Background: an optimization exercise with open tools, aiming at small area and a short achievable clock period. Do not read the settings as production practice.
Where RTL was checked, it was by simulation tests only, not by an equivalence proof against the original.
Function not checked in run 2: the RTL went through the layout flow alone.
No activity file was given, so power comes from the tool's default toggle rates.

## flow/design.v (module list and top-level ports; edited modules follow where they fit)
// module cla32: 3 lines
// module wallace_mul: 956 lines
// module csa_fa: 4 lines
// module csa_ha: 4 lines
module wallace_mul(input [15:0] a, input [15:0] b, output [32:0] out, input clk);
  // ...
==> flow/run.sh <==
#!/bin/bash
# synth_recipe.tcl (not shown) runs the flow's synth.tcl, then flattens the netlist and writes it again
# the make line also repeats each setting of config.mk as NAME=value (left out here)
make -C /OpenROAD-flow-scripts/flow DESIGN_CONFIG=/design/flow/config.mk WORK_HOME=/design/flow/orfs CLKGATE_MAP_FILE= SYNTH_SCRIPT=/design/flow/synth_recipe.tcl finish
==> flow/config.mk <==
export PLATFORM = sky130hd
export DESIGN_NAME = wallace_mul
export DESIGN_NICKNAME = wallace_mul
export VERILOG_FILES = /design/flow/design.v
export SDC_FILE = /design/flow/constraint.sdc
export NUM_CORES = 4
export LEC_CHECK = 0
export CAP_MARGIN = 20
export CORE_MARGIN = 2
export CORE_UTILIZATION = 40
export CTS_BUF_LIST = sky130_fd_sc_hd__clkbuf_16
export CTS_CLUSTER_DIAMETER = 80
export CTS_CLUSTER_SIZE = 30
export PLACE_DENSITY = 0.7
export SETUP_SLACK_MARGIN = 2.5
export SLEW_MARGIN = 20
export SYNTH_HIERARCHICAL = 1
export SYNTH_MINIMUM_KEEP_SIZE = 0
==> flow/constraint.sdc <==
create_clock -name core_clock -period 4.4 [get_ports {clk}]
set_input_delay 0.8800 -clock core_clock [delete_from_list [all_inputs] [get_ports {clk}]]
set_output_delay 0.8800 -clock core_clock [all_outputs]
set_load 0.01 [all_outputs]
==> summary.txt, run 1 <==
Timing
  • Final hold violation count: 0

Status
  • Status: finished clean

Clock network
  • Worst-Skew Late Latency: 0.54 ns
  • Clk buf depth: 3

Final layout
  • Multi-input logic area: ~6400 sq um
  • Sequential cell area share: 48.2%

Setup path
  • Origin of the critical flop-to-flop path: q3_q2_c2
  • Crit Path Category: reg2reg
  • Crit Reg-Reg Endpoint: lo4[11]
  • CP delay by family, top: adder cells

Synth
  • Post-synth EDFFs: 0
  • Sequential area share after synthesis: 53.9%
  • Synth cell count leaders: dfxtp_1, xnor2_1, a22oi_1, fa_1, clkbuf_1
  • Synth Register Bits: between 300 and 400
  • Syn_area_per_cell: roughly 13 sq um

Power and ir drop
  • P_comb: roughly 3.9 mW
  • Internal: 7.92 mW
  • Clock group power: roughly 2.2 mW
  • LEAKAGE: 6.32 nW

Die
  • Vert. Die Dim: approximately 190 um
  • Die Area: around 38000 sq um

Global route
  • Largest net degree at the start of global routing: 31
  • Total congestion overflow: 0
  • Global route hottest layer: met2
  • Vias in the first global route: 8110

Drt
  • Drt drc: 0

Min path
  • Min-Delay Endpoint: p7[0]
==> module wallace_mul, before the edit <==
module wallace_mul(input [15:0] a, input [15:0] b, output [32:0] out, input clk);
  reg [15:0] ra1;
  wire [17:0] bx = {2'b00, b};
  wire [16:0] bl = {b, 1'b0};
  wire [7:0] e_neg, e_one, e_two;
  reg [7:0] rneg1;
  reg [7:0] rone1;
  reg [7:0] rtwo1;
  reg rb15_1;
  wire [17:0] ax = {1'b0, ra1, 1'b0};
  wire pp_0_0 = ((rone1[0] & ax[1]) | (rtwo1[0] & ax[0])) ^ rneg1[0];
  wire pp_0_1 = ((rone1[0] & ax[2]) | (rtwo1[0] & ax[1])) ^ rneg1[0];
  wire pp_0_2 = ((rone1[0] & ax[3]) | (rtwo1[0] & ax[2])) ^ rneg1[0];
  wire pp_0_3 = ((rone1[0] & ax[4]) | (rtwo1[0] & ax[3])) ^ rneg1[0];
  wire pp_0_4 = ((rone1[0] & ax[5]) | (rtwo1[0] & ax[4])) ^ rneg1[0];
  wire pp_0_5 = ((rone1[0] & ax[6]) | (rtwo1[0] & ax[5])) ^ rneg1[0];
  wire pp_0_6 = ((rone1[0] & ax[7]) | (rtwo1[0] & ax[6])) ^ rneg1[0];
  wire pp_0_7 = ((rone1[0] & ax[8]) | (rtwo1[0] & ax[7])) ^ rneg1[0];
  wire pp_0_8 = ((rone1[0] & ax[9]) | (rtwo1[0] & ax[8])) ^ rneg1[0];
  wire pp_0_9 = ((rone1[0] & ax[10]) | (rtwo1[0] & ax[9])) ^ rneg1[0];
  wire pp_0_10 = ((rone1[0] & ax[11]) | (rtwo1[0] & ax[10])) ^ rneg1[0];
  wire pp_0_11 = ((rone1[0] & ax[12]) | (rtwo1[0] & ax[11])) ^ rneg1[0];
  wire pp_0_12 = ((rone1[0] & ax[13]) | (rtwo1[0] & ax[12])) ^ rneg1[0];
  wire pp_0_13 = ((rone1[0] & ax[14]) | (rtwo1[0] & ax[13])) ^ rneg1[0];
  wire pp_0_14 = ((rone1[0] & ax[15]) | (rtwo1[0] & ax[14])) ^ rneg1[0];
  wire pp_0_15 = ((rone1[0] & ax[16]) | (rtwo1[0] & ax[15])) ^ rneg1[0];
  wire pp_0_16 = ((rone1[0] & ax[17]) | (rtwo1[0] & ax[16])) ^ rneg1[0];
  wire pp_1_0 = ((rone1[1] & ax[1]) | (rtwo1[1] & ax[0])) ^ rneg1[1];
  wire pp_1_1 = ((rone1[1] & ax[2]) | (rtwo1[1] & ax[1])) ^ rneg1[1];
  wire pp_1_2 = ((rone1[1] & ax[3]) | (rtwo1[1] & ax[2])) ^ rneg1[1];
  wire pp_1_3 = ((rone1[1] & ax[4]) | (rtwo1[1] & ax[3])) ^ rneg1[1];
  wire pp_1_4 = ((rone1[1] & ax[5]) | (rtwo1[1] & ax[4])) ^ rneg1[1];
  wire pp_1_5 = ((rone1[1] & ax[6]) | (rtwo1[1] & ax[5])) ^ rneg1[1];
  wire pp_1_6 = ((rone1[1] & ax[7]) | (rtwo1[1] & ax[6])) ^ rneg1[1];
  wire pp_1_7 = ((rone1[1] & ax[8]) | (rtwo1[1] & ax[7])) ^ rneg1[1];
  wire pp_1_8 = ((rone1[1] & ax[9]) | (rtwo1[1] & ax[8])) ^ rneg1[1];
  wire pp_1_9 = ((rone1[1] & ax[10]) | (rtwo1[1] & ax[9])) ^ rneg1[1];
  wire pp_1_10 = ((rone1[1] & ax[11]) | (rtwo1[1] & ax[10])) ^ rneg1[1];
  wire pp_1_11 = ((rone1[1] & ax[12]) | (rtwo1[1] & ax[11])) ^ rneg1[1];
  wire pp_1_12 = ((rone1[1] & ax[13]) | (rtwo1[1] & ax[12])) ^ rneg1[1];
  wire pp_1_13 = ((rone1[1] & ax[14]) | (rtwo1[1] & ax[13])) ^ rneg1[1];
  wire pp_1_14 = ((rone1[1] & ax[15]) | (rtwo1[1] & ax[14])) ^ rneg1[1];
  wire pp_1_15 = ((rone1[1] & ax[16]) | (rtwo1[1] & ax[15])) ^ rneg1[1];
  wire pp_1_16 = ((rone1[1] & ax[17]) | (rtwo1[1] & ax[16])) ^ rneg1[1];
  wire pp_2_0 = ((rone1[2] & ax[1]) | (rtwo1[2] & ax[0])) ^ rneg1[2];
  wire pp_2_1 = ((rone1[2] & ax[2]) | (rtwo1[2] & ax[1])) ^ rneg1[2];
  wire pp_2_2 = ((rone1[2] & ax[3]) | (rtwo1[2] & ax[2])) ^ rneg1[2];
  wire pp_2_3 = ((rone1[2] & ax[4]) | (rtwo1[2] & ax[3])) ^ rneg1[2];
  wire pp_2_4 = ((rone1[2] & ax[5]) | (rtwo1[2] & ax[4])) ^ rneg1[2];
  wire pp_2_5 = ((rone1[2] & ax[6]) | (rtwo1[2] & ax[5])) ^ rneg1[2];
  wire pp_2_6 = ((rone1[2] & ax[7]) | (rtwo1[2] & ax[6])) ^ rneg1[2];
  wire pp_2_7 = ((rone1[2] & ax[8]) | (rtwo1[2] & ax[7])) ^ rneg1[2];
  wire pp_2_8 = ((rone1[2] & ax[9]) | (rtwo1[2] & ax[8])) ^ rneg1[2];
  wire pp_2_9 = ((rone1[2] & ax[10]) | (rtwo1[2] & ax[9])) ^ rneg1[2];
  wire pp_2_10 = ((rone1[2] & ax[11]) | (rtwo1[2] & ax[10])) ^ rneg1[2];
  wire pp_2_11 = ((rone1[2] & ax[12]) | (rtwo1[2] & ax[11])) ^ rneg1[2];
  wire pp_2_12 = ((rone1[2] & ax[13]) | (rtwo1[2] & ax[12])) ^ rneg1[2];
  wire pp_2_13 = ((rone1[2] & ax[14]) | (rtwo1[2] & ax[13])) ^ rneg1[2];
  wire pp_2_14 = ((rone1[2] & ax[15]) | (rtwo1[2] & ax[14])) ^ rneg1[2];
  wire pp_2_15 = ((rone1[2] & ax[16]) | (rtwo1[2] & ax[15])) ^ rneg1[2];
  wire pp_2_16 = ((rone1[2] & ax[17]) | (rtwo1[2] & ax[16])) ^ rneg1[2];
  wire pp_3_0 = ((rone1[3] & ax[1]) | (rtwo1[3] & ax[0])) ^ rneg1[3];
  wire pp_3_1 = ((rone1[3] & ax[2]) | (rtwo1[3] & ax[1])) ^ rneg1[3];
  wire pp_3_2 = ((rone1[3] & ax[3]) | (rtwo1[3] & ax[2])) ^ rneg1[3];
  wire pp_3_3 = ((rone1[3] & ax[4]) | (rtwo1[3] & ax[3])) ^ rneg1[3];
  wire pp_3_4 = ((rone1[3] & ax[5]) | (rtwo1[3] & ax[4])) ^ rneg1[3];
  wire pp_3_5 = ((rone1[3] & ax[6]) | (rtwo1[3] & ax[5])) ^ rneg1[3];
  wire pp_3_6 = ((rone1[3] & ax[7]) | (rtwo1[3] & ax[6])) ^ rneg1[3];
  wire pp_3_7 = ((rone1[3] & ax[8]) | (rtwo1[3] & ax[7])) ^ rneg1[3];
  wire pp_3_8 = ((rone1[3] & ax[9]) | (rtwo1[3] & ax[8])) ^ rneg1[3];
  wire pp_3_9 = ((rone1[3] & ax[10]) | (rtwo1[3] & ax[9])) ^ rneg1[3];
  wire pp_3_10 = ((rone1[3] & ax[11]) | (rtwo1[3] & ax[10])) ^ rneg1[3];
  wire pp_3_11 = ((rone1[3] & ax[12]) | (rtwo1[3] & ax[11])) ^ rneg1[3];
  wire pp_3_12 = ((rone1[3] & ax[13]) | (rtwo1[3] & ax[12])) ^ rneg1[3];
  wire pp_3_13 = ((rone1[3] & ax[14]) | (rtwo1[3] & ax[13])) ^ rneg1[3];
  wire pp_3_14 = ((rone1[3] & ax[15]) | (rtwo1[3] & ax[14])) ^ rneg1[3];
  wire pp_3_15 = ((rone1[3] & ax[16]) | (rtwo1[3] & ax[15])) ^ rneg1[3];
  wire pp_3_16 = ((rone1[3] & ax[17]) | (rtwo1[3] & ax[16])) ^ rneg1[3];
  wire pp_4_0 = ((rone1[4] & ax[1]) | (rtwo1[4] & ax[0])) ^ rneg1[4];
  wire pp_4_1 = ((rone1[4] & ax[2]) | (rtwo1[4] & ax[1])) ^ rneg1[4];
  wire pp_4_2 = ((rone1[4] & ax[3]) | (rtwo1[4] & ax[2])) ^ rneg1[4];
  wire pp_4_3 = ((rone1[4] & ax[4]) | (rtwo1[4] & ax[3])) ^ rneg1[4];
  wire pp_4_4 = ((rone1[4] & ax[5]) | (rtwo1[4] & ax[4])) ^ rneg1[4];
  wire pp_4_5 = ((rone1[4] & ax[6]) | (rtwo1[4] & ax[5])) ^ rneg1[4];
  wire pp_4_6 = ((rone1[4] & ax[7]) | (rtwo1[4] & ax[6])) ^ rneg1[4];
  wire pp_4_7 = ((rone1[4] & ax[8]) | (rtwo1[4] & ax[7])) ^ rneg1[4];
  wire pp_4_8 = ((rone1[4] & ax[9]) | (rtwo1[4] & ax[8])) ^ rneg1[4];
  wire pp_4_9 = ((rone1[4] & ax[10]) | (rtwo1[4] & ax[9])) ^ rneg1[4];
  wire pp_4_10 = ((rone1[4] & ax[11]) | (rtwo1[4] & ax[10])) ^ rneg1[4];
  wire pp_4_11 = ((rone1[4] & ax[12]) | (rtwo1[4] & ax[11])) ^ rneg1[4];
  wire pp_4_12 = ((rone1[4] & ax[13]) | (rtwo1[4] & ax[12])) ^ rneg1[4];
  wire pp_4_13 = ((rone1[4] & ax[14]) | (rtwo1[4] & ax[13])) ^ rneg1[4];
  wire pp_4_14 = ((rone1[4] & ax[15]) | (rtwo1[4] & ax[14])) ^ rneg1[4];
  wire pp_4_15 = ((rone1[4] & ax[16]) | (rtwo1[4] & ax[15])) ^ rneg1[4];
  wire pp_4_16 = ((rone1[4] & ax[17]) | (rtwo1[4] & ax[16])) ^ rneg1[4];
  wire pp_5_0 = ((rone1[5] & ax[1]) | (rtwo1[5] & ax[0])) ^ rneg1[5];
  wire pp_5_1 = ((rone1[5] & ax[2]) | (rtwo1[5] & ax[1])) ^ rneg1[5];
  wire pp_5_2 = ((rone1[5] & ax[3]) | (rtwo1[5] & ax[2])) ^ rneg1[5];
  wire pp_5_3 = ((rone1[5] & ax[4]) | (rtwo1[5] & ax[3])) ^ rneg1[5];
  wire pp_5_4 = ((rone1[5] & ax[5]) | (rtwo1[5] & ax[4])) ^ rneg1[5];
  wire pp_5_5 = ((rone1[5] & ax[6]) | (rtwo1[5] & ax[5])) ^ rneg1[5];
  wire pp_5_6 = ((rone1[5] & ax[7]) | (rtwo1[5] & ax[6])) ^ rneg1[5];
  wire pp_5_7 = ((rone1[5] & ax[8]) | (rtwo1[5] & ax[7])) ^ rneg1[5];
  wire pp_5_8 = ((rone1[5] & ax[9]) | (rtwo1[5] & ax[8])) ^ rneg1[5];
  wire pp_5_9 = ((rone1[5] & ax[10]) | (rtwo1[5] & ax[9])) ^ rneg1[5];
  wire pp_5_10 = ((rone1[5] & ax[11]) | (rtwo1[5] & ax[10])) ^ rneg1[5];
  wire pp_5_11 = ((rone1[5] & ax[12]) | (rtwo1[5] & ax[11])) ^ rneg1[5];
  wire pp_5_12 = ((rone1[5] & ax[13]) | (rtwo1[5] & ax[12])) ^ rneg1[5];
  wire pp_5_13 = ((rone1[5] & ax[14]) | (rtwo1[5] & ax[13])) ^ rneg1[5];
  wire pp_5_14 = ((rone1[5] & ax[15]) | (rtwo1[5] & ax[14])) ^ rneg1[5];
  wire pp_5_15 = ((rone1[5] & ax[16]) | (rtwo1[5] & ax[15])) ^ rneg1[5];
  wire pp_5_16 = ((rone1[5] & ax[17]) | (rtwo1[5] & ax[16])) ^ rneg1[5];
  wire pp_6_0 = ((rone1[6] & ax[1]) | (rtwo1[6] & ax[0])) ^ rneg1[6];
  wire pp_6_1 = ((rone1[6] & ax[2]) | (rtwo1[6] & ax[1])) ^ rneg1[6];
  wire pp_6_2 = ((rone1[6] & ax[3]) | (rtwo1[6] & ax[2])) ^ rneg1[6];
  wire pp_6_3 = ((rone1[6] & ax[4]) | (rtwo1[6] & ax[3])) ^ rneg1[6];
  wire pp_6_4 = ((rone1[6] & ax[5]) | (rtwo1[6] & ax[4])) ^ rneg1[6];
  wire pp_6_5 = ((rone1[6] & ax[6]) | (rtwo1[6] & ax[5])) ^ rneg1[6];
  wire pp_6_6 = ((rone1[6] & ax[7]) | (rtwo1[6] & ax[6])) ^ rneg1[6];
  wire pp_6_7 = ((rone1[6] & ax[8]) | (rtwo1[6] & ax[7])) ^ rneg1[6];
  wire pp_6_8 = ((rone1[6] & ax[9]) | (rtwo1[6] & ax[8])) ^ rneg1[6];
  wire pp_6_9 = ((rone1[6] & ax[10]) | (rtwo1[6] & ax[9])) ^ rneg1[6];
  wire pp_6_10 = ((rone1[6] & ax[11]) | (rtwo1[6] & ax[10])) ^ rneg1[6];
  wire pp_6_11 = ((rone1[6] & ax[12]) | (rtwo1[6] & ax[11])) ^ rneg1[6];
  wire pp_6_12 = ((rone1[6] & ax[13]) | (rtwo1[6] & ax[12])) ^ rneg1[6];
  wire pp_6_13 = ((rone1[6] & ax[14]) | (rtwo1[6] & ax[13])) ^ rneg1[6];
  wire pp_6_14 = ((rone1[6] & ax[15]) | (rtwo1[6] & ax[14])) ^ rneg1[6];
  wire pp_6_15 = ((rone1[6] & ax[16]) | (rtwo1[6] & ax[15])) ^ rneg1[6];
  wire pp_6_16 = ((rone1[6] & ax[17]) | (rtwo1[6] & ax[16])) ^ rneg1[6];
  wire pp_7_0 = ((rone1[7] & ax[1]) | (rtwo1[7] & ax[0])) ^ rneg1[7];
  wire pp_7_1 = ((rone1[7] & ax[2]) | (rtwo1[7] & ax[1])) ^ rneg1[7];
  wire pp_7_2 = ((rone1[7] & ax[3]) | (rtwo1[7] & ax[2])) ^ rneg1[7];
  wire pp_7_3 = ((rone1[7] & ax[4]) | (rtwo1[7] & ax[3])) ^ rneg1[7];
  wire pp_7_4 = ((rone1[7] & ax[5]) | (rtwo1[7] & ax[4])) ^ rneg1[7];
  wire pp_7_5 = ((rone1[7] & ax[6]) | (rtwo1[7] & ax[5])) ^ rneg1[7];
  wire pp_7_6 = ((rone1[7] & ax[7]) | (rtwo1[7] & ax[6])) ^ rneg1[7];
  wire pp_7_7 = ((rone1[7] & ax[8]) | (rtwo1[7] & ax[7])) ^ rneg1[7];
  wire pp_7_8 = ((rone1[7] & ax[9]) | (rtwo1[7] & ax[8])) ^ rneg1[7];
  wire pp_7_9 = ((rone1[7] & ax[10]) | (rtwo1[7] & ax[9])) ^ rneg1[7];
  wire pp_7_10 = ((rone1[7] & ax[11]) | (rtwo1[7] & ax[10])) ^ rneg1[7];
  wire pp_7_11 = ((rone1[7] & ax[12]) | (rtwo1[7] & ax[11])) ^ rneg1[7];
  wire pp_7_12 = ((rone1[7] & ax[13]) | (rtwo1[7] & ax[12])) ^ rneg1[7];
  wire pp_7_13 = ((rone1[7] & ax[14]) | (rtwo1[7] & ax[13])) ^ rneg1[7];
  wire pp_7_14 = ((rone1[7] & ax[15]) | (rtwo1[7] & ax[14])) ^ rneg1[7];
  wire pp_7_15 = ((rone1[7] & ax[16]) | (rtwo1[7] & ax[15])) ^ rneg1[7];
  wire pp_7_16 = ((rone1[7] & ax[17]) | (rtwo1[7] & ax[16])) ^ rneg1[7];
  wire pp_8_0 = ra1[0] & rb15_1;
  wire pp_8_1 = ra1[1] & rb15_1;
  wire pp_8_2 = ra1[2] & rb15_1;
  wire pp_8_3 = ra1[3] & rb15_1;
  wire pp_8_4 = ra1[4] & rb15_1;
  wire pp_8_5 = ra1[5] & rb15_1;
  wire pp_8_6 = ra1[6] & rb15_1;
  wire pp_8_7 = ra1[7] & rb15_1;
  wire pp_8_8 = ra1[8] & rb15_1;
  wire pp_8_9 = ra1[9] & rb15_1;
  wire pp_8_10 = ra1[10] & rb15_1;
  wire pp_8_11 = ra1[11] & rb15_1;
  wire pp_8_12 = ra1[12] & rb15_1;
  wire pp_8_13 = ra1[13] & rb15_1;
  wire pp_8_14 = ra1[14] & rb15_1;
  wire pp_8_15 = ra1[15] & rb15_1;
  wire s1, c1;
  wire s2, c2;
  wire s3, c3;
  wire s4, c4;
  wire s5, c5;
  wire s6, c6;
  wire s7, c7;
  wire s8, c8;
  wire s9, c9;
  wire s10, c10;
  wire s11, c11;
  wire s12, c12;
  wire s13, c13;
  wire s14, c14;
  wire s15, c15;
  wire s16, c16;
  wire s17, c17;
  wire s18, c18;
  wire s19, c19;
  wire s20, c20;
  wire s21, c21;
  wire s22, c22;
  wire s23, c23;
  wire s24, c24;
  wire s25, c25;
  wire s26, c26;
  wire s27, c27;
  wire s28, c28;
  wire s29, c29;
  wire s30, c30;
  wire s31, c31;
  wire s32, c32;
  wire s33, c33;
  wire s34, c34;
  wire s35, c35;
  wire s36, c36;
  wire s37, c37;
  wire s38, c38;
  wire s39, c39;
  wire s40, c40;
  wire s41, c41;
  wire s42, c42;
  wire s43, c43;
  wire s44, c44;
  wire s45, c45;
  wire s46, c46;
  wire s47, c47;
  wire s48, c48;
  wire s49, c49;
  wire s50, c50;
  wire s51, c51;
  reg q2_pp_0_0;
  reg q2_rneg1_0;
  reg q2_pp_0_1;
  reg q2_s1;
  reg q2_c1;
  reg q2_pp_0_3;
  reg q2_pp_1_1;
  reg q2_s2;
  reg q2_rneg1_2;
  reg q2_c2;
  reg q2_s3;
  reg q2_c3;
  reg q2_s4;
  reg q2_pp_3_0;
  reg q2_rneg1_3;
  reg q2_c4;
  reg q2_s5;
  reg q2_pp_3_1;
  reg q2_c5;
  reg q2_s6;
  reg q2_s7;
  reg q2_c6;
  reg q2_c7;
  reg q2_s8;
  reg q2_pp_3_3;
  reg q2_pp_4_1;
  reg q2_c8;
  reg q2_s9;
  reg q2_s10;
  reg q2_rneg1_5;
  reg q2_c9;
  reg q2_c10;
  reg q2_s11;
  reg q2_s12;
  reg q2_c11;
  reg q2_c12;
  reg q2_s13;
  reg q2_s14;
  reg q2_pp_6_0;
  reg q2_rneg1_6;
  reg q2_c13;
  reg q2_c14;
  reg q2_s15;
  reg q2_s16;
  reg q2_pp_6_1;
  reg q2_c15;
  reg q2_c16;
  reg q2_s17;
  reg q2_s18;
  reg q2_s19;
  reg q2_c17;
  reg q2_c18;
  reg q2_c19;
  reg q2_s20;
  reg q2_s21;
  reg q2_s22;
  reg q2_c20;
  reg q2_c21;
  reg q2_c22;
  reg q2_s23;
  reg q2_s24;
  reg q2_s25;
  reg q2_c23;
  reg q2_c24;
  reg q2_c25;
  reg q2_s26;
  reg q2_s27;
  reg q2_s28;
  reg q2_c26;
  reg q2_c27;
  reg q2_c28;
  reg q2_s29;
  reg q2_s30;
  reg q2_s31;
  reg q2_c29;
  reg q2_c30;
  reg q2_c31;
  reg q2_s32;
  reg q2_s33;
  reg q2_s34;
  reg q2_c32;
  reg q2_c33;
  reg q2_c34;
  reg q2_s35;
  reg q2_s36;
  reg q2_s37;
  reg q2_c35;
  reg q2_c36;
  reg q2_c37;
  reg q2_s38;
  reg q2_s39;
  reg q2_pp_8_5;
  reg q2_c38;
  reg q2_c39;
  reg q2_s40;
  reg q2_s41;
  reg q2_pp_8_6;
  reg q2_c40;
  reg q2_c41;
  reg q2_s42;
  reg q2_s43;
  reg q2_c42;
  reg q2_c43;
  reg q2_s44;
  reg q2_s45;
  reg q2_c44;
  reg q2_c45;
  reg q2_s46;
  reg q2_pp_7_11;
  reg q2_pp_8_9;
  reg q2_c46;
  reg q2_s47;
  reg q2_pp_7_12;
  reg q2_pp_8_10;
  reg q2_c47;
  reg q2_s48;
  reg q2_pp_8_11;
  reg q2_c48;
  reg q2_s49;
  reg q2_pp_8_12;
  reg q2_c49;
  reg q2_s50;
  reg q2_c50;
  reg q2_s51;
  reg q2_c51;
  reg q2_nrneg1_7;
  reg q2_pp_8_15;
  wire s52, c52;
  wire s53, c53;
  wire s54, c54;
  wire s55, c55;
  wire s56, c56;
  wire s57, c57;
  wire s58, c58;
  wire s59, c59;
  wire s60, c60;
  wire s61, c61;
  wire s62, c62;
  wire s63, c63;
  wire s64, c64;
  wire s65, c65;
  wire s66, c66;
  wire s67, c67;
  wire s68, c68;
  wire s69, c69;
  wire s70, c70;
  wire s71, c71;
  wire s72, c72;
  wire s73, c73;
  wire s74, c74;
  wire s75, c75;
  wire s76, c76;
  wire s77, c77;
  wire s78, c78;
  wire s79, c79;
  wire s80, c80;
  wire s81, c81;
  wire s82, c82;
  wire s83, c83;
  wire s84, c84;
  wire s85, c85;
  wire s86, c86;
  wire s87, c87;
  wire s88, c88;
  wire s89, c89;
  wire s90, c90;
  wire s91, c91;
  wire s92, c92;
  wire s93, c93;
  wire s94, c94;
  wire s95, c95;
  wire s96, c96;
  wire s97, c97;
  wire s98, c98;
  wire s99, c99;
  wire s100, c100;
  wire s101, c101;
  wire s102, c102;
  wire s103, c103;
  wire s104, c104;
  wire s105, c105;
  wire s106, c106;
  wire s107, c107;
  reg q3_q2_pp_0_0;
  reg q3_q2_rneg1_0;
  reg q3_q2_pp_0_1;
  reg q3_q2_s1;
  reg q3_s52;
  reg q3_s88;
  reg q3_c88;
  reg q3_q2_c2;
  reg q3_q2_s3;
  reg q3_s53;
  reg q3_q2_rneg1_3;
  reg q3_c53;
  reg q3_s54;
  reg q3_c54;
  reg q3_s55;
  reg q3_s89;
  reg q3_q2_pp_4_1;
  reg q3_c89;
  reg q3_s90;
  reg q3_c90;
  reg q3_s91;
  reg q3_c91;
  reg q3_s92;
  reg q3_c92;
  reg q3_s93;
  reg q3_s62;
  reg q3_c93;
  reg q3_s94;
  reg q3_s64;
  reg q3_c94;
  reg q3_s95;
  reg q3_s66;
  reg q3_c95;
  reg q3_s96;
  reg q3_s68;
  reg q3_c96;
  reg q3_s97;
  reg q3_s70;
  reg q3_c97;
  reg q3_s98;
  reg q3_s72;
  reg q3_c98;
  reg q3_s99;
  reg q3_s74;
  reg q3_c99;
  reg q3_s100;
  reg q3_s76;
  reg q3_c100;
  reg q3_s101;
  reg q3_s78;
  reg q3_c101;
  reg q3_s102;
  reg q3_s80;
  reg q3_c102;
  reg q3_s103;
  reg q3_q2_s43;
  reg q3_c103;
  reg q3_s104;
  reg q3_c104;
  reg q3_s105;
  reg q3_q2_pp_8_9;
  reg q3_c105;
  reg q3_s106;
  reg q3_c106;
  reg q3_c84;
  reg q3_s85;
  reg q3_c85;
  reg q3_s86;
  reg q3_s107;
  reg q3_c107;
  reg q3_q2_c50;
  reg q3_q2_s51;
  reg q3_s87;
  wire s108, c108;
  wire s109, c109;
  wire s110, c110;
  wire s111, c111;
  wire s112, c112;
  wire s113, c113;
  wire s114, c114;
  wire s115, c115;
  wire s116, c116;
  wire s117, c117;
  wire s118, c118;
  wire s119, c119;
  wire s120, c120;
  wire s121, c121;
  wire s122, c122;
  wire s123, c123;
  wire s124, c124;
  wire s125, c125;
  wire s126, c126;
  wire s127, c127;
  wire s128, c128;
  wire s129, c129;
  wire s130, c130;
  wire s131, c131;
  wire s132, c132;
  wire [11:0] lx = {c113, c112, c111, c110, c109, c108, s108, q3_s88, q3_s52, q3_q2_s1, q3_q2_pp_0_1, q3_q2_pp_0_0};
  wire [11:0] ly = {s114, s113, s112, s111, s110, s109, 1'b0, 1'b0, 1'b0, 1'b0, 1'b0, q3_q2_rneg1_0};
  wire [12:0] lsum = lx + ly;
  reg [12:0] lo4;
  reg q4_c114;
  reg q4_s115;
  reg q4_c115;
  reg q4_s116;
  reg q4_c116;
  reg q4_s117;
  reg q4_c117;
  reg q4_s118;
  reg q4_c118;
  reg q4_s119;
  reg q4_c119;
  reg q4_s120;
  reg q4_c120;
  reg q4_s121;
  reg q4_c121;
  reg q4_s122;
  reg q4_c122;
  reg q4_s123;
  reg q4_c123;
  reg q4_s124;
  reg q4_c124;
  reg q4_s125;
  reg q4_c125;
  reg q4_s126;
  reg q4_c126;
  reg q4_s127;
  reg q4_c127;
  reg q4_s128;
  reg q4_c128;
  reg q4_s129;
  reg q4_c129;
  reg q4_s130;
  reg q4_c130;
  reg q4_s131;
  reg q4_c131;
  reg q4_q3_s107;
  reg q4_s132;
  reg q4_c132;
  reg q4_q3_s87;
  wire [19:0] hx = {q4_c132, q4_s132, q4_c131, q4_c130, q4_c129, q4_c128, q4_c127, q4_c126, q4_c125, q4_c124, q4_c123, q4_c122, q4_c121, q4_c120, q4_c119, q4_c118, q4_c117, q4_c116, q4_c115, q4_c114};
  wire [19:0] hy = {q4_q3_s87, 1'b0, q4_q3_s107, q4_s131, q4_s130, q4_s129, q4_s128, q4_s127, q4_s126, q4_s125, q4_s124, q4_s123, q4_s122, q4_s121, q4_s120, q4_s119, q4_s118, q4_s117, q4_s116, q4_s115};
  wire [20:0] hsum = {hx, lo4[12]} + {hy, lo4[12]};
  wire [32:0] fs = {1'b0, hsum[20:1], lo4[11:0]};
  reg [31:0] p5;
  reg [31:0] p6;
  reg [31:0] p7;
  always @(posedge clk) ra1 <= a;
  assign e_neg[0] = bx[1];
  assign e_one[0] = bx[0] ^ bl[0];
  assign e_two[0] = (bx[1] & ~bx[0] & ~bl[0]) | (~bx[1] & bx[0] & bl[0]);
  assign e_neg[1] = bx[3];
  assign e_one[1] = bx[2] ^ bl[2];
  assign e_two[1] = (bx[3] & ~bx[2] & ~bl[2]) | (~bx[3] & bx[2] & bl[2]);
  assign e_neg[2] = bx[5];
  assign e_one[2] = bx[4] ^ bl[4];
  assign e_two[2] = (bx[5] & ~bx[4] & ~bl[4]) | (~bx[5] & bx[4] & bl[4]);
  assign e_neg[3] = bx[7];
  assign e_one[3] = bx[6] ^ bl[6];
  assign e_two[3] = (bx[7] & ~bx[6] & ~bl[6]) | (~bx[7] & bx[6] & bl[6]);
  assign e_neg[4] = bx[9];
  assign e_one[4] = bx[8] ^ bl[8];
  assign e_two[4] = (bx[9] & ~bx[8] & ~bl[8]) | (~bx[9] & bx[8] & bl[8]);
  assign e_neg[5] = bx[11];
  assign e_one[5] = bx[10] ^ bl[10];
  assign e_two[5] = (bx[11] & ~bx[10] & ~bl[10]) | (~bx[11] & bx[10] & bl[10]);
  assign e_neg[6] = bx[13];
  assign e_one[6] = bx[12] ^ bl[12];
  assign e_two[6] = (bx[13] & ~bx[12] & ~bl[12]) | (~bx[13] & bx[12] & bl[12]);
  assign e_neg[7] = bx[15];
  assign e_one[7] = bx[14] ^ bl[14];
  assign e_two[7] = (bx[15] & ~bx[14] & ~bl[14]) | (~bx[15] & bx[14] & bl[14]);
  always @(posedge clk) rneg1 <= e_neg;
  always @(posedge clk) rone1 <= e_one;
  always @(posedge clk) rtwo1 <= e_two;
  always @(posedge clk) rb15_1 <= b[15];
  csa_fa u_s1(.x(pp_0_2), .y(pp_1_0), .z(rneg1[1]), .s(s1), .c(c1));
  csa_fa u_s2(.x(pp_0_4), .y(pp_1_2), .z(pp_2_0), .s(s2), .c(c2));
  csa_fa u_s3(.x(pp_0_5), .y(pp_1_3), .z(pp_2_1), .s(s3), .c(c3));
  csa_fa u_s4(.x(pp_0_6), .y(pp_1_4), .z(pp_2_2), .s(s4), .c(c4));
  csa_fa u_s5(.x(pp_0_7), .y(pp_1_5), .z(pp_2_3), .s(s5), .c(c5));
  csa_fa u_s6(.x(pp_0_8), .y(pp_1_6), .z(pp_2_4), .s(s6), .c(c6));
  csa_fa u_s7(.x(pp_3_2), .y(pp_4_0), .z(rneg1[4]), .s(s7), .c(c7));
  csa_fa u_s8(.x(pp_0_9), .y(pp_1_7), .z(pp_2_5), .s(s8), .c(c8));
  csa_fa u_s9(.x(pp_0_10), .y(pp_1_8), .z(pp_2_6), .s(s9), .c(c9));
  csa_fa u_s10(.x(pp_3_4), .y(pp_4_2), .z(pp_5_0), .s(s10), .c(c10));
  csa_fa u_s11(.x(pp_0_11), .y(pp_1_9), .z(pp_2_7), .s(s11), .c(c11));
  csa_fa u_s12(.x(pp_3_5), .y(pp_4_3), .z(pp_5_1), .s(s12), .c(c12));
  csa_fa u_s13(.x(pp_0_12), .y(pp_1_10), .z(pp_2_8), .s(s13), .c(c13));
  csa_fa u_s14(.x(pp_3_6), .y(pp_4_4), .z(pp_5_2), .s(s14), .c(c14));
  csa_fa u_s15(.x(pp_0_13), .y(pp_1_11), .z(pp_2_9), .s(s15), .c(c15));
  csa_fa u_s16(.x(pp_3_7), .y(pp_4_5), .z(pp_5_3), .s(s16), .c(c16));
  csa_fa u_s17(.x(pp_0_14), .y(pp_1_12), .z(pp_2_10), .s(s17), .c(c17));
  csa_fa u_s18(.x(pp_3_8), .y(pp_4_6), .z(pp_5_4), .s(s18), .c(c18));
  csa_fa u_s19(.x(pp_6_2), .y(pp_7_0), .z(rneg1[7]), .s(s19), .c(c19));
  csa_fa u_s20(.x(pp_0_15), .y(pp_1_13), .z(pp_2_11), .s(s20), .c(c20));
  csa_fa u_s21(.x(pp_3_9), .y(pp_4_7), .z(pp_5_5), .s(s21), .c(c21));
  csa_ha u_s22(.x(pp_6_3), .y(pp_7_1), .s(s22), .c(c22));
  csa_fa u_s23(.x(pp_0_16), .y(pp_1_14), .z(pp_2_12), .s(s23), .c(c23));
  csa_fa u_s24(.x(pp_3_10), .y(pp_4_8), .z(pp_5_6), .s(s24), .c(c24));
  csa_fa u_s25(.x(pp_6_4), .y(pp_7_2), .z(pp_8_0), .s(s25), .c(c25));
  csa_fa u_s26(.x(rneg1[0]), .y(pp_1_15), .z(pp_2_13), .s(s26), .c(c26));
  csa_fa u_s27(.x(pp_3_11), .y(pp_4_9), .z(pp_5_7), .s(s27), .c(c27));
  csa_fa u_s28(.x(pp_6_5), .y(pp_7_3), .z(pp_8_1), .s(s28), .c(c28));
  csa_fa u_s29(.x(rneg1[0]), .y(pp_1_16), .z(pp_2_14), .s(s29), .c(c29));
  csa_fa u_s30(.x(pp_3_12), .y(pp_4_10), .z(pp_5_8), .s(s30), .c(c30));
  csa_fa u_s31(.x(pp_6_6), .y(pp_7_4), .z(pp_8_2), .s(s31), .c(c31));
  csa_fa u_s32(.x(~rneg1[0]), .y(~rneg1[1]), .z(pp_2_15), .s(s32), .c(c32));
  csa_fa u_s33(.x(pp_3_13), .y(pp_4_11), .z(pp_5_9), .s(s33), .c(c33));
  csa_fa u_s34(.x(pp_6_7), .y(pp_7_5), .z(pp_8_3), .s(s34), .c(c34));
  assign s35 = ~(pp_2_16 ^ pp_3_14);
  assign c35 = pp_2_16 | pp_3_14;
  csa_fa u_s36(.x(pp_4_12), .y(pp_5_10), .z(pp_6_8), .s(s36), .c(c36));
  csa_ha u_s37(.x(pp_7_6), .y(pp_8_4), .s(s37), .c(c37));
  csa_fa u_s38(.x(~rneg1[2]), .y(pp_3_15), .z(pp_4_13), .s(s38), .c(c38));
  csa_fa u_s39(.x(pp_5_11), .y(pp_6_9), .z(pp_7_7), .s(s39), .c(c39));
  assign s40 = ~(pp_3_16 ^ pp_4_14);
  assign c40 = pp_3_16 | pp_4_14;
  csa_fa u_s41(.x(pp_5_12), .y(pp_6_10), .z(pp_7_8), .s(s41), .c(c41));
  csa_fa u_s42(.x(~rneg1[3]), .y(pp_4_15), .z(pp_5_13), .s(s42), .c(c42));
  csa_fa u_s43(.x(pp_6_11), .y(pp_7_9), .z(pp_8_7), .s(s43), .c(c43));
  assign s44 = ~(pp_4_16 ^ pp_5_14);
  assign c44 = pp_4_16 | pp_5_14;
  csa_fa u_s45(.x(pp_6_12), .y(pp_7_10), .z(pp_8_8), .s(s45), .c(c45));
  csa_fa u_s46(.x(~rneg1[4]), .y(pp_5_15), .z(pp_6_13), .s(s46), .c(c46));
  assign s47 = ~(pp_5_16 ^ pp_6_14);
  assign c47 = pp_5_16 | pp_6_14;
  csa_fa u_s48(.x(~rneg1[5]), .y(pp_6_15), .z(pp_7_13), .s(s48), .c(c48));
  assign s49 = ~(pp_6_16 ^ pp_7_14);
  assign c49 = pp_6_16 | pp_7_14;
  csa_fa u_s50(.x(~rneg1[6]), .y(pp_7_15), .z(pp_8_13), .s(s50), .c(c50));
  assign s51 = ~(pp_7_16 ^ pp_8_14);
  assign c51 = pp_7_16 | pp_8_14;
  always @(posedge clk) q2_pp_0_0 <= pp_0_0;
  always @(posedge clk) q2_rneg1_0 <= rneg1[0];
  always @(posedge clk) q2_pp_0_1 <= pp_0_1;
  always @(posedge clk) q2_s1 <= s1;
  always @(posedge clk) q2_c1 <= c1;
  always @(posedge clk) q2_pp_0_3 <= pp_0_3;
  always @(posedge clk) q2_pp_1_1 <= pp_1_1;
  always @(posedge clk) q2_s2 <= s2;
  always @(posedge clk) q2_rneg1_2 <= rneg1[2];
  always @(posedge clk) q2_c2 <= c2;
  always @(posedge clk) q2_s3 <= s3;
  always @(posedge clk) q2_c3 <= c3;
  always @(posedge clk) q2_s4 <= s4;
  always @(posedge clk) q2_pp_3_0 <= pp_3_0;
  always @(posedge clk) q2_rneg1_3 <= rneg1[3];
  always @(posedge clk) q2_c4 <= c4;
  always @(posedge clk) q2_s5 <= s5;
  always @(posedge clk) q2_pp_3_1 <= pp_3_1;
  always @(posedge clk) q2_c5 <= c5;
  always @(posedge clk) q2_s6 <= s6;
  always @(posedge clk) q2_s7 <= s7;
  always @(posedge clk) q2_c6 <= c6;
  always @(posedge clk) q2_c7 <= c7;
  always @(posedge clk) q2_s8 <= s8;
  always @(posedge clk) q2_pp_3_3 <= pp_3_3;
  always @(posedge clk) q2_pp_4_1 <= pp_4_1;
  always @(posedge clk) q2_c8 <= c8;
  always @(posedge clk) q2_s9 <= s9;
  always @(posedge clk) q2_s10 <= s10;
  always @(posedge clk) q2_rneg1_5 <= rneg1[5];
  always @(posedge clk) q2_c9 <= c9;
  always @(posedge clk) q2_c10 <= c10;
  always @(posedge clk) q2_s11 <= s11;
  always @(posedge clk) q2_s12 <= s12;
  always @(posedge clk) q2_c11 <= c11;
  always @(posedge clk) q2_c12 <= c12;
  always @(posedge clk) q2_s13 <= s13;
  always @(posedge clk) q2_s14 <= s14;
  always @(posedge clk) q2_pp_6_0 <= pp_6_0;
  always @(posedge clk) q2_rneg1_6 <= rneg1[6];
  always @(posedge clk) q2_c13 <= c13;
  always @(posedge clk) q2_c14 <= c14;
  always @(posedge clk) q2_s15 <= s15;
  always @(posedge clk) q2_s16 <= s16;
  always @(posedge clk) q2_pp_6_1 <= pp_6_1;
  always @(posedge clk) q2_c15 <= c15;
  always @(posedge clk) q2_c16 <= c16;
  always @(posedge clk) q2_s17 <= s17;
  always @(posedge clk) q2_s18 <= s18;
  always @(posedge clk) q2_s19 <= s19;
  always @(posedge clk) q2_c17 <= c17;
  always @(posedge clk) q2_c18 <= c18;
  always @(posedge clk) q2_c19 <= c19;
  always @(posedge clk) q2_s20 <= s20;
  always @(posedge clk) q2_s21 <= s21;
  always @(posedge clk) q2_s22 <= s22;
  always @(posedge clk) q2_c20 <= c20;
  always @(posedge clk) q2_c21 <= c21;
  always @(posedge clk) q2_c22 <= c22;
  always @(posedge clk) q2_s23 <= s23;
  always @(posedge clk) q2_s24 <= s24;
  always @(posedge clk) q2_s25 <= s25;
  always @(posedge clk) q2_c23 <= c23;
  always @(posedge clk) q2_c24 <= c24;
  always @(posedge clk) q2_c25 <= c25;
  always @(posedge clk) q2_s26 <= s26;
  always @(posedge clk) q2_s27 <= s27;
  always @(posedge clk) q2_s28 <= s28;
  always @(posedge clk) q2_c26 <= c26;
  always @(posedge clk) q2_c27 <= c27;
  always @(posedge clk) q2_c28 <= c28;
  always @(posedge clk) q2_s29 <= s29;
  always @(posedge clk) q2_s30 <= s30;
  always @(posedge clk) q2_s31 <= s31;
  always @(posedge clk) q2_c29 <= c29;
  always @(posedge clk) q2_c30 <= c30;
  always @(posedge clk) q2_c31 <= c31;
  always @(posedge clk) q2_s32 <= s32;
  always @(posedge clk) q2_s33 <= s33;
  always @(posedge clk) q2_s34 <= s34;
  always @(posedge clk) q2_c32 <= c32;
  always @(posedge clk) q2_c33 <= c33;
  always @(posedge clk) q2_c34 <= c34;
  always @(posedge clk) q2_s35 <= s35;
  always @(posedge clk) q2_s36 <= s36;
  always @(posedge clk) q2_s37 <= s37;
  always @(posedge clk) q2_c35 <= c35;
  always @(posedge clk) q2_c36 <= c36;
  always @(posedge clk) q2_c37 <= c37;
  always @(posedge clk) q2_s38 <= s38;
  always @(posedge clk) q2_s39 <= s39;
  always @(posedge clk) q2_pp_8_5 <= pp_8_5;
  always @(posedge clk) q2_c38 <= c38;
  always @(posedge clk) q2_c39 <= c39;
  always @(posedge clk) q2_s40 <= s40;
  always @(posedge clk) q2_s41 <= s41;
  always @(posedge clk) q2_pp_8_6 <= pp_8_6;
  always @(posedge clk) q2_c40 <= c40;
  always @(posedge clk) q2_c41 <= c41;
  always @(posedge clk) q2_s42 <= s42;
  always @(posedge clk) q2_s43 <= s43;
  always @(posedge clk) q2_c42 <= c42;
  always @(posedge clk) q2_c43 <= c43;
  always @(posedge clk) q2_s44 <= s44;
  always @(posedge clk) q2_s45 <= s45;
  always @(posedge clk) q2_c44 <= c44;
  always @(posedge clk) q2_c45 <= c45;
  always @(posedge clk) q2_s46 <= s46;
  always @(posedge clk) q2_pp_7_11 <= pp_7_11;
  always @(posedge clk) q2_pp_8_9 <= pp_8_9;
  always @(posedge clk) q2_c46 <= c46;
  always @(posedge clk) q2_s47 <= s47;
  always @(posedge clk) q2_pp_7_12 <= pp_7_12;
  always @(posedge clk) q2_pp_8_10 <= pp_8_10;
  always @(posedge clk) q2_c47 <= c47;
  always @(posedge clk) q2_s48 <= s48;
  always @(posedge clk) q2_pp_8_11 <= pp_8_11;
  always @(posedge clk) q2_c48 <= c48;
  always @(posedge clk) q2_s49 <= s49;
  always @(posedge clk) q2_pp_8_12 <= pp_8_12;
  always @(posedge clk) q2_c49 <= c49;
  always @(posedge clk) q2_s50 <= s50;
  always @(posedge clk) q2_c50 <= c50;
  always @(posedge clk) q2_s51 <= s51;
  always @(posedge clk) q2_c51 <= c51;
  always @(posedge clk) q2_nrneg1_7 <= ~rneg1[7];
  always @(posedge clk) q2_pp_8_15 <= pp_8_15;
  csa_fa u_s52(.x(q2_c1), .y(q2_pp_0_3), .z(q2_pp_1_1), .s(s52), .c(c52));
  csa_fa u_s53(.x(q2_c3), .y(q2_s4), .z(q2_pp_3_0), .s(s53), .c(c53));
  csa_fa u_s54(.x(q2_c4), .y(q2_s5), .z(q2_pp_3_1), .s(s54), .c(c54));
  csa_fa u_s55(.x(q2_c5), .y(q2_s6), .z(q2_s7), .s(s55), .c(c55));
  csa_fa u_s56(.x(q2_c6), .y(q2_c7), .z(q2_s8), .s(s56), .c(c56));
  csa_fa u_s57(.x(q2_c8), .y(q2_s9), .z(q2_s10), .s(s57), .c(c57));
  csa_fa u_s58(.x(q2_c9), .y(q2_c10), .z(q2_s11), .s(s58), .c(c58));
  csa_fa u_s59(.x(q2_c11), .y(q2_c12), .z(q2_s13), .s(s59), .c(c59));
  csa_fa u_s60(.x(q2_s14), .y(q2_pp_6_0), .z(q2_rneg1_6), .s(s60), .c(c60));
  csa_fa u_s61(.x(q2_c13), .y(q2_c14), .z(q2_s15), .s(s61), .c(c61));
  csa_ha u_s62(.x(q2_s16), .y(q2_pp_6_1), .s(s62), .c(c62));
  csa_fa u_s63(.x(q2_c15), .y(q2_c16), .z(q2_s17), .s(s63), .c(c63));
  csa_ha u_s64(.x(q2_s18), .y(q2_s19), .s(s64), .c(c64));
  csa_fa u_s65(.x(q2_c17), .y(q2_c18), .z(q2_c19), .s(s65), .c(c65));
  csa_fa u_s66(.x(q2_s20), .y(q2_s21), .z(q2_s22), .s(s66), .c(c66));
  csa_fa u_s67(.x(q2_c20), .y(q2_c21), .z(q2_c22), .s(s67), .c(c67));
  csa_fa u_s68(.x(q2_s23), .y(q2_s24), .z(q2_s25), .s(s68), .c(c68));
  csa_fa u_s69(.x(q2_c23), .y(q2_c24), .z(q2_c25), .s(s69), .c(c69));
  csa_fa u_s70(.x(q2_s26), .y(q2_s27), .z(q2_s28), .s(s70), .c(c70));
  csa_fa u_s71(.x(q2_c26), .y(q2_c27), .z(q2_c28), .s(s71), .c(c71));
  csa_fa u_s72(.x(q2_s29), .y(q2_s30), .z(q2_s31), .s(s72), .c(c72));
  csa_fa u_s73(.x(q2_c29), .y(q2_c30), .z(q2_c31), .s(s73), .c(c73));
  csa_fa u_s74(.x(q2_s32), .y(q2_s33), .z(q2_s34), .s(s74), .c(c74));
  csa_fa u_s75(.x(q2_c32), .y(q2_c33), .z(q2_c34), .s(s75), .c(c75));
  csa_fa u_s76(.x(q2_s35), .y(q2_s36), .z(q2_s37), .s(s76), .c(c76));
  csa_fa u_s77(.x(q2_c35), .y(q2_c36), .z(q2_c37), .s(s77), .c(c77));
  csa_fa u_s78(.x(q2_s38), .y(q2_s39), .z(q2_pp_8_5), .s(s78), .c(c78));
  csa_fa u_s79(.x(q2_c38), .y(q2_c39), .z(q2_s40), .s(s79), .c(c79));
  csa_ha u_s80(.x(q2_s41), .y(q2_pp_8_6), .s(s80), .c(c80));
  csa_fa u_s81(.x(q2_c40), .y(q2_c41), .z(q2_s42), .s(s81), .c(c81));
  csa_fa u_s82(.x(q2_c42), .y(q2_c43), .z(q2_s44), .s(s82), .c(c82));
  csa_fa u_s83(.x(q2_c44), .y(q2_c45), .z(q2_s46), .s(s83), .c(c83));
  csa_fa u_s84(.x(q2_c46), .y(q2_s47), .z(q2_pp_7_12), .s(s84), .c(c84));
  csa_fa u_s85(.x(q2_c47), .y(q2_s48), .z(q2_pp_8_11), .s(s85), .c(c85));
  csa_fa u_s86(.x(q2_c48), .y(q2_s49), .z(q2_pp_8_12), .s(s86), .c(c86));
  csa_fa u_s87(.x(q2_c51), .y(q2_nrneg1_7), .z(q2_pp_8_15), .s(s87), .c(c87));
  csa_fa u_s88(.x(c52), .y(q2_s2), .z(q2_rneg1_2), .s(s88), .c(c88));
  csa_fa u_s89(.x(c55), .y(s56), .z(q2_pp_3_3), .s(s89), .c(c89));
  csa_fa u_s90(.x(c56), .y(s57), .z(q2_rneg1_5), .s(s90), .c(c90));
  csa_fa u_s91(.x(c57), .y(s58), .z(q2_s12), .s(s91), .c(c91));
  csa_fa u_s92(.x(c58), .y(s59), .z(s60), .s(s92), .c(c92));
  csa_fa u_s93(.x(c59), .y(c60), .z(s61), .s(s93), .c(c93));
  csa_fa u_s94(.x(c61), .y(c62), .z(s63), .s(s94), .c(c94));
  csa_fa u_s95(.x(c63), .y(c64), .z(s65), .s(s95), .c(c95));
  csa_fa u_s96(.x(c65), .y(c66), .z(s67), .s(s96), .c(c96));
  csa_fa u_s97(.x(c67), .y(c68), .z(s69), .s(s97), .c(c97));
  csa_fa u_s98(.x(c69), .y(c70), .z(s71), .s(s98), .c(c98));
  csa_fa u_s99(.x(c71), .y(c72), .z(s73), .s(s99), .c(c99));
  csa_fa u_s100(.x(c73), .y(c74), .z(s75), .s(s100), .c(c100));
  csa_fa u_s101(.x(c75), .y(c76), .z(s77), .s(s101), .c(c101));
  csa_fa u_s102(.x(c77), .y(c78), .z(s79), .s(s102), .c(c102));
  csa_fa u_s103(.x(c79), .y(c80), .z(s81), .s(s103), .c(c103));
  csa_fa u_s104(.x(c81), .y(s82), .z(q2_s45), .s(s104), .c(c104));
  csa_fa u_s105(.x(c82), .y(s83), .z(q2_pp_7_11), .s(s105), .c(c105));
  csa_fa u_s106(.x(c83), .y(s84), .z(q2_pp_8_10), .s(s106), .c(c106));
  csa_fa u_s107(.x(c86), .y(q2_c49), .z(q2_s50), .s(s107), .c(c107));
  always @(posedge clk) q3_q2_pp_0_0 <= q2_pp_0_0;
  always @(posedge clk) q3_q2_rneg1_0 <= q2_rneg1_0;
  always @(posedge clk) q3_q2_pp_0_1 <= q2_pp_0_1;
  always @(posedge clk) q3_q2_s1 <= q2_s1;
  always @(posedge clk) q3_s52 <= s52;
  always @(posedge clk) q3_s88 <= s88;
  always @(posedge clk) q3_c88 <= c88;
  always @(posedge clk) q3_q2_c2 <= q2_c2;
  always @(posedge clk) q3_q2_s3 <= q2_s3;
  always @(posedge clk) q3_s53 <= s53;
  always @(posedge clk) q3_q2_rneg1_3 <= q2_rneg1_3;
  always @(posedge clk) q3_c53 <= c53;
  always @(posedge clk) q3_s54 <= s54;
  always @(posedge clk) q3_c54 <= c54;
  always @(posedge clk) q3_s55 <= s55;
  always @(posedge clk) q3_s89 <= s89;
  always @(posedge clk) q3_q2_pp_4_1 <= q2_pp_4_1;
  always @(posedge clk) q3_c89 <= c89;
  always @(posedge clk) q3_s90 <= s90;
  always @(posedge clk) q3_c90 <= c90;
  always @(posedge clk) q3_s91 <= s91;
  always @(posedge clk) q3_c91 <= c91;
  always @(posedge clk) q3_s92 <= s92;
  always @(posedge clk) q3_c92 <= c92;
  always @(posedge clk) q3_s93 <= s93;
  always @(posedge clk) q3_s62 <= s62;
  always @(posedge clk) q3_c93 <= c93;
  always @(posedge clk) q3_s94 <= s94;
  always @(posedge clk) q3_s64 <= s64;
  always @(posedge clk) q3_c94 <= c94;
  always @(posedge clk) q3_s95 <= s95;
  always @(posedge clk) q3_s66 <= s66;
  always @(posedge clk) q3_c95 <= c95;
  always @(posedge clk) q3_s96 <= s96;
  always @(posedge clk) q3_s68 <= s68;
  always @(posedge clk) q3_c96 <= c96;
  always @(posedge clk) q3_s97 <= s97;
  always @(posedge clk) q3_s70 <= s70;
  always @(posedge clk) q3_c97 <= c97;
  always @(posedge clk) q3_s98 <= s98;
  always @(posedge clk) q3_s72 <= s72;
  always @(posedge clk) q3_c98 <= c98;
  always @(posedge clk) q3_s99 <= s99;
  always @(posedge clk) q3_s74 <= s74;
  always @(posedge clk) q3_c99 <= c99;
  always @(posedge clk) q3_s100 <= s100;
  always @(posedge clk) q3_s76 <= s76;
  always @(posedge clk) q3_c100 <= c100;
  always @(posedge clk) q3_s101 <= s101;
  always @(posedge clk) q3_s78 <= s78;
  always @(posedge clk) q3_c101 <= c101;
  always @(posedge clk) q3_s102 <= s102;
  always @(posedge clk) q3_s80 <= s80;
  always @(posedge clk) q3_c102 <= c102;
  always @(posedge clk) q3_s103 <= s103;
  always @(posedge clk) q3_q2_s43 <= q2_s43;
  always @(posedge clk) q3_c103 <= c103;
  always @(posedge clk) q3_s104 <= s104;
  always @(posedge clk) q3_c104 <= c104;
  always @(posedge clk) q3_s105 <= s105;
  always @(posedge clk) q3_q2_pp_8_9 <= q2_pp_8_9;
  always @(posedge clk) q3_c105 <= c105;
  always @(posedge clk) q3_s106 <= s106;
  always @(posedge clk) q3_c106 <= c106;
  always @(posedge clk) q3_c84 <= c84;
  always @(posedge clk) q3_s85 <= s85;
  always @(posedge clk) q3_c85 <= c85;
  always @(posedge clk) q3_s86 <= s86;
  always @(posedge clk) q3_s107 <= s107;
  always @(posedge clk) q3_c107 <= c107;
  always @(posedge clk) q3_q2_c50 <= q2_c50;
  always @(posedge clk) q3_q2_s51 <= q2_s51;
  always @(posedge clk) q3_s87 <= s87;
  csa_fa u_s108(.x(q3_c88), .y(q3_q2_c2), .z(q3_q2_s3), .s(s108), .c(c108));
  csa_ha u_s109(.x(q3_s53), .y(q3_q2_rneg1_3), .s(s109), .c(c109));
  csa_ha u_s110(.x(q3_c53), .y(q3_s54), .s(s110), .c(c110));
  csa_ha u_s111(.x(q3_c54), .y(q3_s55), .s(s111), .c(c111));
  csa_ha u_s112(.x(q3_s89), .y(q3_q2_pp_4_1), .s(s112), .c(c112));
  csa_ha u_s113(.x(q3_c89), .y(q3_s90), .s(s113), .c(c113));
  csa_ha u_s114(.x(q3_c90), .y(q3_s91), .s(s114), .c(c114));
  csa_ha u_s115(.x(q3_c91), .y(q3_s92), .s(s115), .c(c115));
  csa_fa u_s116(.x(q3_c92), .y(q3_s93), .z(q3_s62), .s(s116), .c(c116));
  csa_fa u_s117(.x(q3_c93), .y(q3_s94), .z(q3_s64), .s(s117), .c(c117));
  csa_fa u_s118(.x(q3_c94), .y(q3_s95), .z(q3_s66), .s(s118), .c(c118));
  csa_fa u_s119(.x(q3_c95), .y(q3_s96), .z(q3_s68), .s(s119), .c(c119));
  csa_fa u_s120(.x(q3_c96), .y(q3_s97), .z(q3_s70), .s(s120), .c(c120));
  csa_fa u_s121(.x(q3_c97), .y(q3_s98), .z(q3_s72), .s(s121), .c(c121));
  csa_fa u_s122(.x(q3_c98), .y(q3_s99), .z(q3_s74), .s(s122), .c(c122));
  csa_fa u_s123(.x(q3_c99), .y(q3_s100), .z(q3_s76), .s(s123), .c(c123));
  csa_fa u_s124(.x(q3_c100), .y(q3_s101), .z(q3_s78), .s(s124), .c(c124));
  csa_fa u_s125(.x(q3_c101), .y(q3_s102), .z(q3_s80), .s(s125), .c(c125));
  csa_fa u_s126(.x(q3_c102), .y(q3_s103), .z(q3_q2_s43), .s(s126), .c(c126));
  csa_ha u_s127(.x(q3_c103), .y(q3_s104), .s(s127), .c(c127));
  csa_fa u_s128(.x(q3_c104), .y(q3_s105), .z(q3_q2_pp_8_9), .s(s128), .c(c128));
  csa_ha u_s129(.x(q3_c105), .y(q3_s106), .s(s129), .c(c129));
  csa_fa u_s130(.x(q3_c106), .y(q3_c84), .z(q3_s85), .s(s130), .c(c130));
  csa_ha u_s131(.x(q3_c85), .y(q3_s86), .s(s131), .c(c131));
  csa_fa u_s132(.x(q3_c107), .y(q3_q2_c50), .z(q3_q2_s51), .s(s132), .c(c132));
  always @(posedge clk) lo4 <= lsum;
  always @(posedge clk) q4_c114 <= c114;
  always @(posedge clk) q4_s115 <= s115;
  always @(posedge clk) q4_c115 <= c115;
  always @(posedge clk) q4_s116 <= s116;
  always @(posedge clk) q4_c116 <= c116;
  always @(posedge clk) q4_s117 <= s117;
  always @(posedge clk) q4_c117 <= c117;
  always @(posedge clk) q4_s118 <= s118;
  always @(posedge clk) q4_c118 <= c118;
  always @(posedge clk) q4_s119 <= s119;
  always @(posedge clk) q4_c119 <= c119;
  always @(posedge clk) q4_s120 <= s120;
  always @(posedge clk) q4_c120 <= c120;
  always @(posedge clk) q4_s121 <= s121;
  always @(posedge clk) q4_c121 <= c121;
  always @(posedge clk) q4_s122 <= s122;
  always @(posedge clk) q4_c122 <= c122;
  always @(posedge clk) q4_s123 <= s123;
  always @(posedge clk) q4_c123 <= c123;
  always @(posedge clk) q4_s124 <= s124;
  always @(posedge clk) q4_c124 <= c124;
  always @(posedge clk) q4_s125 <= s125;
  always @(posedge clk) q4_c125 <= c125;
  always @(posedge clk) q4_s126 <= s126;
  always @(posedge clk) q4_c126 <= c126;
  always @(posedge clk) q4_s127 <= s127;
  always @(posedge clk) q4_c127 <= c127;
  always @(posedge clk) q4_s128 <= s128;
  always @(posedge clk) q4_c128 <= c128;
  always @(posedge clk) q4_s129 <= s129;
  always @(posedge clk) q4_c129 <= c129;
  always @(posedge clk) q4_s130 <= s130;
  always @(posedge clk) q4_c130 <= c130;
  always @(posedge clk) q4_s131 <= s131;
  always @(posedge clk) q4_c131 <= c131;
  always @(posedge clk) q4_q3_s107 <= q3_s107;
  always @(posedge clk) q4_s132 <= s132;
  always @(posedge clk) q4_c132 <= c132;
  always @(posedge clk) q4_q3_s87 <= q3_s87;
  always @(posedge clk) p5 <= fs[31:0];
  always @(posedge clk) p6 <= p5;
  always @(posedge clk) p7 <= p6;
  assign out = {1'b0, p7};
endmodule
==> run 2, diff against run 1 <==
--- a/flow/design.v
+++ b/flow/design.v
@@ -495,14 +495,10 @@
   wire s130, c130;
   wire s131, c131;
   wire s132, c132;
-  wire [11:0] lx = {c113, c112, c111, c110, c109, c108, s108, q3_s88, q3_s52, q3_q2_s1, q3_q2_pp_0_1, q3_q2_pp_0_0};
-  wire [11:0] ly = {s114, s113, s112, s111, s110, s109, 1'b0, 1'b0, 1'b0, 1'b0, 1'b0, q3_q2_rneg1_0};
-  wire [12:0] lsum = lx + ly;
-  reg [12:0] lo4;
-  reg q4_c114;
-  reg q4_s115;
-  reg q4_c115;
-  reg q4_s116;
+  wire [13:0] lx = {c115, c114, c113, c112, c111, c110, c109, c108, s108, q3_s88, q3_s52, q3_q2_s1, q3_q2_pp_0_1, q3_q2_pp_0_0};
+  wire [13:0] ly = {s116, s115, s114, s113, s112, s111, s110, s109, 1'b0, 1'b0, 1'b0, 1'b0, 1'b0, q3_q2_rneg1_0};
+  wire [14:0] lsum = lx + ly;
+  reg [14:0] lo4;
   reg q4_c116;
   reg q4_s117;
   reg q4_c117;
@@ -538,10 +534,10 @@
   reg q4_s132;
   reg q4_c132;
   reg q4_q3_s87;
-  wire [19:0] hx = {q4_c132, q4_s132, q4_c131, q4_c130, q4_c129, q4_c128, q4_c127, q4_c126, q4_c125, q4_c124, q4_c123, q4_c122, q4_c121, q4_c120, q4_c119, q4_c118, q4_c117, q4_c116, q4_c115, q4_c114};
-  wire [19:0] hy = {q4_q3_s87, 1'b0, q4_q3_s107, q4_s131, q4_s130, q4_s129, q4_s128, q4_s127, q4_s126, q4_s125, q4_s124, q4_s123, q4_s122, q4_s121, q4_s120, q4_s119, q4_s118, q4_s117, q4_s116, q4_s115};
-  wire [20:0] hsum = {hx, lo4[12]} + {hy, lo4[12]};
-  wire [32:0] fs = {1'b0, hsum[20:1], lo4[11:0]};
+  wire [17:0] hx = {q4_c132, q4_s132, q4_c131, q4_c130, q4_c129, q4_c128, q4_c127, q4_c126, q4_c125, q4_c124, q4_c123, q4_c122, q4_c121, q4_c120, q4_c119, q4_c118, q4_c117, q4_c116};
+  wire [17:0] hy = {q4_q3_s87, 1'b0, q4_q3_s107, q4_s131, q4_s130, q4_s129, q4_s128, q4_s127, q4_s126, q4_s125, q4_s124, q4_s123, q4_s122, q4_s121, q4_s120, q4_s119, q4_s118, q4_s117};
+  wire [18:0] hsum = {hx, lo4[14]} + {hy, lo4[14]};
+  wire [32:0] fs = {1'b0, hsum[18:1], lo4[13:0]};
   reg [31:0] p5;
   reg [31:0] p6;
   reg [31:0] p7;
@@ -913,10 +909,6 @@
   csa_ha u_s131(.x(q3_c85), .y(q3_s86), .s(s131), .c(c131));
   csa_fa u_s132(.x(q3_c107), .y(q3_q2_c50), .z(q3_q2_s51), .s(s132), .c(c132));
   always @(posedge clk) lo4 <= lsum;
-  always @(posedge clk) q4_c114 <= c114;
-  always @(posedge clk) q4_s115 <= s115;
-  always @(posedge clk) q4_c115 <= c115;
-  always @(posedge clk) q4_s116 <= s116;
   always @(posedge clk) q4_c116 <= c116;
   always @(posedge clk) q4_s117 <= s117;
   always @(posedge clk) q4_c117 <= c117;
--- a/flow/config.mk
+++ b/flow/config.mk
@@ -11,7 +11,7 @@
 export CTS_BUF_LIST = sky130_fd_sc_hd__clkbuf_16
 export CTS_CLUSTER_DIAMETER = 80
 export CTS_CLUSTER_SIZE = 30
-export PLACE_DENSITY = 0.7
+export PLACE_DENSITY = 0.6
 export SETUP_SLACK_MARGIN = 2.5
 export SLEW_MARGIN = 20
 export SYNTH_HIERARCHICAL = 1
==> run 2 against run 1 <==
  * Still clean
  * Clock skew grew 0.0037 ns
  * Count of clock-buffer cells in the layout shrank 2
  * Utilization shrank 0.25 points
  * Final area shrank 0.79%
  * Sequential share of layout area grew 0.079 points
  * Flip-flop and latch count shrank 2
  * Sequential power shrank 1%
  * Register-to-register slack lost 0.38 ns
  * Maximum frequency shrank 17%
  * Critical path depth grew 1
  * Critical path type unchanged
==> summary.txt, run 2 <==
Status
  • Status: finished clean (unchanged)

Drt
  • DR pass1 iterations: 5 (was 6)
  • Initial DRC count: 484 (was 520)
  • Drt drc: 0 (unchanged)

Setup path
  • CP Data Arrival Time: 2.71 ns (was 2.32 ns)
  • WP data required: 4.82 ns (was 4.81 ns)
  • Setup crit end kind: flip-flop (unchanged)
  • Crit Path Category: reg2reg (unchanged)

Timing
  • RSZ-0062 raised after global routing: yes (unchanged)
  • Tmin final: 2.29 ns (was 1.91 ns)
  • Final hold violation count: 0 (unchanged)
  • Worst rel slew slack: 50.8% (was 50.0%)
  • Post-Route Setup TNS: 0 ns (unchanged)

Final layout
  • Most common cell after layout, fill and taps aside: dfxtp_1 (unchanged)
  • Layout cells sized above 1: 14.1% (was 14.7%)
  • Syn-to-layout area delta: 12.3% (was 12.7%)
  • Final nets: 1315 (was 1324)
  • Biggest regs: p5: 32 flops, p6: 32 flops, p7: 32 flops (unchanged)
  • Most frequent cells in the layout: dfxtp_1, xnor2_1, a22oi_1, fa_1, dfxtp_2 (unchanged)
  • # diodes: 0 (unchanged)

Min path
  • Hold WC Path Type: reg2reg (unchanged)

Global route
  • Total GRT Usage: 14.0% (was 13.9%)
  • Total congestion overflow: 0 (unchanged)
  • Vias in the first global route: 7821 (was 8110)
  • Largest net degree at the start of global routing: 34 (was 31)

Synth
  • Syn_area_per_cell: 12.9 sq um (about the same)
  • Dominant synthesized flop cell: dfxtp_1 (unchanged)
  • Most frequent cell after synthesis: dfxtp_1 (unchanged)
  • Net Count, Synth: 1301 (was 1313)
  • Post-synth EDFFs: 0 (unchanged)
  • Synth cell count leaders: dfxtp_1, xnor2_1, a22oi_1, fa_1, clkbuf_1 (unchanged)
  • Yosys cell types: 48 (was 47)
  • Sequential area share after synthesis: 53.8% (was 53.9%)
  • Synth warn: 7 (unchanged)
  • Largest area contributor in the netlist: dfxtp_1 (unchanged)
  • Synth Register Bits: 386 (was 388)

Clock network
  • Cts hold-fix bufs: 0 (unchanged)
  • CTS Root Buffer Type: clkbuf_16 (unchanged)
  • Worst-Skew Late Latency: 0.54 ns (about the same)
  • CTS clk-pin slew, worst paths: 0.10 ns (about the same)
  • H-tree lvl count: 1 (unchanged)
  • Clk buf depth: 3 (unchanged)

Die
  • Die Area: 37400 sq um (was 37600 sq um)
  • IO Pins: 66 (unchanged)
  • Chip Width: 193 um (was 194 um)
  • Floorplan Core Area: 35500 sq um (was 35600 sq um)
  • Vert. Die Dim: 193 um (was 194 um)

Power and ir drop
  • LEAKAGE: 6.25 nW (was 6.32 nW)
  • Max IR drop VDD: 0.000254 V (was 0.000289 V)
run 2: layer usage:
layer  up-vias  GRT usage [%]  part of all wire (%)
met5         -              0                     0
met4         0           3.85                   1.8
met3        37           2.68                   6.3
met2       213           20.5                    42
met1      3787           20.9                    50
li1       3675              -                     -
run 2: power breakdown:
part / internal (mW) / switching (mW)
clock: 0.821 / 1.11
sequential: 4.90 / 0.664
combinational: 2.03 / 2.01
total: 7.75 / 3.78
run 2: worst max-delay path, stage by stage, from the launching register on:
cell	delay (ns)
dfxtp_2	0.34
fa_2	0.41
ha_4	0.19
a21oi_4	0.17
o31ai_4	0.10
and4_1	0.20
a311o_1	0.30
o41a_1	0.33
xor2_1	0.15
run 2: area by class of cell:
type | instances | area, sq um
Fill cell | 3181 | 19400
Clock buffer | 19 | 475
Timing Repair Buffer | 79 | 649
Clock inverter | 10 | 93.8
Multi-Input combinational cell | 614 | 6450
Sequential cell | 386 | 7790
Inverter | 24 | 90.1
Tap cell | 461 | 577
run 2: worst paths after layout:
check,startpoint,end,slack (ns),cells past startpoint
min,lo4[4],p5[4],0.33,0
max,q3_q2_c2,lo4[13],2.11,8
min reg2reg,lo4[4],p5[4],0.33,0
max reg2reg,q3_q2_c2,lo4[13],2.11,8
run 2: modules after synthesis, one instance, submodules excluded:
module | cell area (sq um) | times used | cells | flip-flops and latches
wallace_mul | 11900 | 1 | 983 | 386
csa_ha | 12.5 | 15 | 1 | 0
csa_fa | 20.0 | 111 | 1 | 0
run 2: kinds of logic after synthesis:
logic type | synth area share, %
other cells | 0.0261
compound gates | 9.44
flops | 53.8
simple gates | 3.60
fa+ha+maj | 19.7
xor+xnor | 10.5
buf+inv | 2.92
run 2: repair_timing:
action	CTS	global route
gates cloned	0	0
resized for setup	161	60
hold endpoints to repair	0	0
pin swaps	14	23
setup endpoints to repair	109	69
buffers inserted	2	12
run 2: per-stage QoR:
step / hold WS [ns] / cells / utilization, %
2_1_floorplan: 0.310 / 1109 / -
3_3_place_gp: 0.310 / 1550 / 43.1
3_5_place_dp: 0.312 / 1550 / 43.1
4_1_cts: 0.334 / 1581 / 44.6
5_1_grt: 0.339 / 1593 / 45.4
6_report: 0.328 / 1593 / 45.4

==> static timing again, ports no longer ideal <==
Ports are ideal in the flow. The routed layouts listed here were re-timed in OpenROAD.
Step 1 assumes that a clkbuf_16 drives the clock port and a buf_2 every other input.
Step 2, shift: input delay + t, output delay - t, t = (earliest + latest rising clock arrival at the registers) / 2. This alone moves slack from input paths to output paths.
Slacks: no drivers / after step 1 / after step 2; pairs: no drivers / after step 1.
run | t, ns | setup slack, ns
run 1 | 0.570 | 2.492 / 2.492 / 2.492
run 2 | 0.574 | 2.115 / 2.115 / 2.115
After both steps setup and hold are still met in every run listed.
